From an optimization exercise on the open Yosys and OpenROAD flow, aimed at small area and a short achievable clock period; shortcuts taken in it are not production practice. At most, simulation tests tie the RTL to the original design; equivalence was not proved.

## Pipeline_1
module Pipeline_1(
input clk,rst,
input [7:0]a,b,c,d,
output [7:0]out
    );
  wire nd1 = ~d[0];
  wire nd2 = ~d[1];
  wire nd3 = ~d[2];
  wire nd4 = ~d[3];
  wire nd5 = ~d[4];
  wire nd6 = ~d[5];
  wire nd7 = ~d[6];
  wire nd8 = ~d[7];
  wire g9 = a[0] & b[0];
  wire g10 = a[1] & b[1];
  wire g11 = a[2] & b[2];
  wire g12 = a[3] & b[3];
  wire g13 = a[4] & b[4];
  wire g14 = a[5] & b[5];
  wire g15 = a[6] & b[6];
  wire g16 = a[7] & b[7];
  wire x17 = a[0] ^ b[0];
  wire x18 = a[1] ^ b[1];
  wire x19 = a[2] ^ b[2];
  wire x20 = a[3] ^ b[3];
  wire x21 = a[4] ^ b[4];
  wire x22 = a[5] ^ b[5];
  wire x23 = a[6] ^ b[6];
  wire x24 = a[7] ^ b[7];
  wire G25 = g10 | (x18 & g9);
  wire P26 = x18 & x17;
  wire G27 = g12 | (x20 & g11);
  wire P28 = x20 & x19;
  wire G29 = g11 | (x19 & G25);
  wire P30 = x19 & P26;
  wire G31 = G27 | (P28 & G25);
  wire P32 = P28 & P26;
  wire G33 = g14 | (x22 & g13);
  wire P34 = x22 & x21;
  wire G35 = g16 | (x24 & g15);
  wire P36 = x24 & x23;
  wire G37 = g15 | (x23 & G33);
  wire P38 = x23 & P34;
  wire G39 = G35 | (P36 & G33);
  wire P40 = P36 & P34;
  wire G41 = g13 | (x21 & G31);
  wire P42 = x21 & P32;
  wire G43 = G33 | (P34 & G31);
  wire P44 = P34 & P32;
  wire G45 = G37 | (P38 & G31);
  wire P46 = P38 & P32;
  wire G47 = G39 | (P40 & G31);
  wire P48 = P40 & P32;
  wire s49 = x18 ^ g9;
  wire s50 = x19 ^ G25;
  wire s51 = x20 ^ G29;
  wire s52 = x21 ^ G31;
  wire s53 = x22 ^ G41;
  wire s54 = x23 ^ G43;
  wire s55 = x24 ^ G45;
  wire g56 = c[0] & nd1;
  wire g57 = c[1] & nd2;
  wire g58 = c[2] & nd3;
  wire g59 = c[3] & nd4;
  wire g60 = c[4] & nd5;
  wire g61 = c[5] & nd6;
  wire g62 = c[6] & nd7;
  wire g63 = c[7] & nd8;
  wire x64 = c[0] ^ nd1;
  wire x65 = c[1] ^ nd2;
  wire x66 = c[2] ^ nd3;
  ...
Size: about 1300 cells after synthesis, about 75 flip-flops, about 8400 sq um of cells after synthesis.
Settings: LEC_CHECK=0, ABC_AREA=1, CAP_MARGIN=20, CORE_MARGIN=2, CORE_UTILIZATION=60, CTS_BUF_LIST=sky130_fd_sc_hd__clkbuf_8, SLEW_MARGIN=20, SYNTH_HIERARCHICAL=1, SYNTH_MINIMUM_KEEP_SIZE=0; clock period 36.0 ns.
standard.sh (not shown) runs the stock make flow with config.mk's settings and CLKGATE_MAP_FILE= SYNTH_SCRIPT=/design/flow/synth_recipe.tcl, a recipe that flattens the netlist after the stock synthesis.
==> flow/flow/run.sh <==
#!/bin/bash
# Own flow: the standard layout (standard.sh, run whole and unchanged:
# synthesis with the standard flow's synthesis script, floorplan, power grid, tap cells,
# placement, CTS and routing) with two settings passed through the environment:
#  - the port buffers that global placement inserts on every input and output
#    are sky130_fd_sc_hd__buf_2 cells instead of the default delay-cell buffers;
#  - timing repair (repair_timing in floorplan, CTS and global route) aims for a
#    setup slack of 25 ns at the design's 36 ns clock, so it sizes up the
#    slowest paths; the clock period and constraints are the design's.
# make's full output goes to standard.log here; ORFS also keeps each step's own
# log under orfs/logs/.
set -euo pipefail
export BUFFER_PORTS_ARGS="-buffer_cell sky130_fd_sc_hd__buf_2"
export SETUP_SLACK_MARGIN=25
bash standard.sh > standard.log 2>&1
The first run passed the timing, design-rule and antenna checks.
Edit:
--- a/flow/design.v
+++ b/flow/design.v
@@ -405,58 +405,58 @@
   wire b391 = (r385 ^ R1_d[2]) ? ~r385 : b390;
   wire b392 = (r386 ^ R1_d[3]) ? ~r386 : b391;
   wire b393 = (r387 ^ R1_d[4]) ? ~r387 : b392;
   wire ge394 = ~b393 & hz388;
   wire r395 = ps355 ^ (ge394 & R1_d[0]);
   wire r396 = r384 ^ (ge394 & (R1_d[1] ^ b389));
   wire r397 = r385 ^ (ge394 & (R1_d[2] ^ b390));
   wire r398 = r386 ^ (ge394 & (R1_d[3] ^ b391));
   wire r399 = r387 ^ (ge394 & (R1_d[4] ^ b392));
-  wire hz400 = ~(R1_d[6] | R1_d[7]);
-  wire b401 = ~ps354 & R1_d[0];
-  wire b402 = (r395 ^ R1_d[1]) ? ~r395 : b401;
-  wire b403 = (r396 ^ R1_d[2]) ? ~r396 : b402;
-  wire b404 = (r397 ^ R1_d[3]) ? ~r397 : b403;
-  wire b405 = (r398 ^ R1_d[4]) ? ~r398 : b404;
-  wire b406 = (r399 ^ R1_d[5]) ? ~r399 : b405;
-  wire ge407 = ~b406 & hz400;
-  wire r408 = ps354 ^ (ge407 & R1_d[0]);
-  wire r409 = r395 ^ (ge407 & (R1_d[1] ^ b401));
-  wire r410 = r396 ^ (ge407 & (R1_d[2] ^ b402));
-  wire r411 = r397 ^ (ge407 & (R1_d[3] ^ b403));
-  wire r412 = r398 ^ (ge407 & (R1_d[4] ^ b404));
-  wire r413 = r399 ^ (ge407 & (R1_d[5] ^ b405));
-  reg [9:0] R2_p;
-  reg [5:0] R2_r;
+  reg [10:0] R2_p;
+  reg [4:0] R2_r;
   reg [7:0] R2_d;
   reg R2_v;
   always @(posedge clk) begin
-    R2_p <= {ps353, ps352, ps351, ps350, ps349, ps348, ps347, ps346, ps345, pp105};
-    R2_r <= {r413, r412, r411, r410, r409, r408};
+    R2_p <= {ps354, ps353, ps352, ps351, ps350, ps349, ps348, ps347, ps346, ps345, pp105};
+    R2_r <= {r399, r398, r397, r396, r395};
     R2_d <= {R1_d[7], R1_d[6], R1_d[5], R1_d[4], R1_d[3], R1_d[2], R1_d[1], R1_d[0]};
     R2_v <= ~rst & R1_v;
   end
+  wire hz400 = ~(R2_d[6] | R2_d[7]);
+  wire b401 = ~R2_p[10] & R2_d[0];
+  wire b402 = (R2_r[0] ^ R2_d[1]) ? ~R2_r[0] : b401;
+  wire b403 = (R2_r[1] ^ R2_d[2]) ? ~R2_r[1] : b402;
+  wire b404 = (R2_r[2] ^ R2_d[3]) ? ~R2_r[2] : b403;
+  wire b405 = (R2_r[3] ^ R2_d[4]) ? ~R2_r[3] : b404;
+  wire b406 = (R2_r[4] ^ R2_d[5]) ? ~R2_r[4] : b405;
+  wire ge407 = ~b406 & hz400;
+  wire r408 = R2_p[10] ^ (ge407 & R2_d[0]);
+  wire r409 = R2_r[0] ^ (ge407 & (R2_d[1] ^ b401));
+  wire r410 = R2_r[1] ^ (ge407 & (R2_d[2] ^ b402));
+  wire r411 = R2_r[2] ^ (ge407 & (R2_d[3] ^ b403));
+  wire r412 = R2_r[3] ^ (ge407 & (R2_d[4] ^ b404));
+  wire r413 = R2_r[4] ^ (ge407 & (R2_d[5] ^ b405));
   wire hz414 = ~(R2_d[7]);
   wire b415 = ~R2_p[9] & R2_d[0];
-  wire b416 = (R2_r[0] ^ R2_d[1]) ? ~R2_r[0] : b415;
-  wire b417 = (R2_r[1] ^ R2_d[2]) ? ~R2_r[1] : b416;
-  wire b418 = (R2_r[2] ^ R2_d[3]) ? ~R2_r[2] : b417;
-  wire b419 = (R2_r[3] ^ R2_d[4]) ? ~R2_r[3] : b418;
-  wire b420 = (R2_r[4] ^ R2_d[5]) ? ~R2_r[4] : b419;
-  wire b421 = (R2_r[5] ^ R2_d[6]) ? ~R2_r[5] : b420;
+  wire b416 = (r408 ^ R2_d[1]) ? ~r408 : b415;
+  wire b417 = (r409 ^ R2_d[2]) ? ~r409 : b416;
+  wire b418 = (r410 ^ R2_d[3]) ? ~r410 : b417;
+  wire b419 = (r411 ^ R2_d[4]) ? ~r411 : b418;
+  wire b420 = (r412 ^ R2_d[5]) ? ~r412 : b419;
+  wire b421 = (r413 ^ R2_d[6]) ? ~r413 : b420;
   wire ge422 = ~b421 & hz414;
   wire r423 = R2_p[9] ^ (ge422 & R2_d[0]);
-  wire r424 = R2_r[0] ^ (ge422 & (R2_d[1] ^ b415));
-  wire r425 = R2_r[1] ^ (ge422 & (R2_d[2] ^ b416));
-  wire r426 = R2_r[2] ^ (ge422 & (R2_d[3] ^ b417));
-  wire r427 = R2_r[3] ^ (ge422 & (R2_d[4] ^ b418));
-  wire r428 = R2_r[4] ^ (ge422 & (R2_d[5] ^ b419));
-  wire r429 = R2_r[5] ^ (ge422 & (R2_d[6] ^ b420));
+  wire r424 = r408 ^ (ge422 & (R2_d[1] ^ b415));
+  wire r425 = r409 ^ (ge422 & (R2_d[2] ^ b416));
+  wire r426 = r410 ^ (ge422 & (R2_d[3] ^ b417));
+  wire r427 = r411 ^ (ge422 & (R2_d[4] ^ b418));
+  wire r428 = r412 ^ (ge422 & (R2_d[5] ^ b419));
+  wire r429 = r413 ^ (ge422 & (R2_d[6] ^ b420));
   wire b430 = ~R2_p[8] & R2_d[0];
   wire b431 = (r423 ^ R2_d[1]) ? ~r423 : b430;
   wire b432 = (r424 ^ R2_d[2]) ? ~r424 : b431;
   wire b433 = (r425 ^ R2_d[3]) ? ~r425 : b432;
   wire b434 = (r426 ^ R2_d[4]) ? ~r426 : b433;
   wire b435 = (r427 ^ R2_d[5]) ? ~r427 : b434;
   wire b436 = (r428 ^ R2_d[6]) ? ~r428 : b435;
   wire b437 = (r429 ^ R2_d[7]) ? ~r429 : b436;
   wire ge438 = ~b437;
The new run completed without violations.
Routed wire length increases by 21%.
Count of clock-buffer cells in the layout rises by 3.
Design area went up by 13%.
Setup slack is worse by 0.37 ns.
Register-to-register slack loses 0.55 ns.
No functional check of the RTL was part of the second run of this note.

## static timing again, ports no longer ideal
The results above use ideal ports. As a check the final layouts listed here were re-extracted and re-timed, cells and wires unchanged. Step 1 (the two cells are an assumption about what drives the block):
set clk [get_ports {clk}]
set_driving_cell -lib_cell sky130_fd_sc_hd__clkbuf_16 $clk
set_driving_cell -lib_cell sky130_fd_sc_hd__buf_2 [delete_from_list [all_inputs] $clk]
Step 2 moves the port delays by t, midway between the first and last clock arrival at a register: inputs arrive t later, outputs are due t later. That takes back most of the time a late clock gives input paths. a / b / c = ideal ports / drivers / drivers and shift; a / b = the first two.
run | shift t [ns] | slack for setup (ns) | hold slack, ns | worst setup path after step 2
the first run | 0.395 | 26.170 / 26.135 / 26.352 | 0.330 / 0.330 / 0.330 | register to register
the second run | 0.378 | 25.801 / 25.801 / 25.801 | 0.337 / 0.337 / 0.337 | register to register
After both steps every run listed still meets setup and hold.
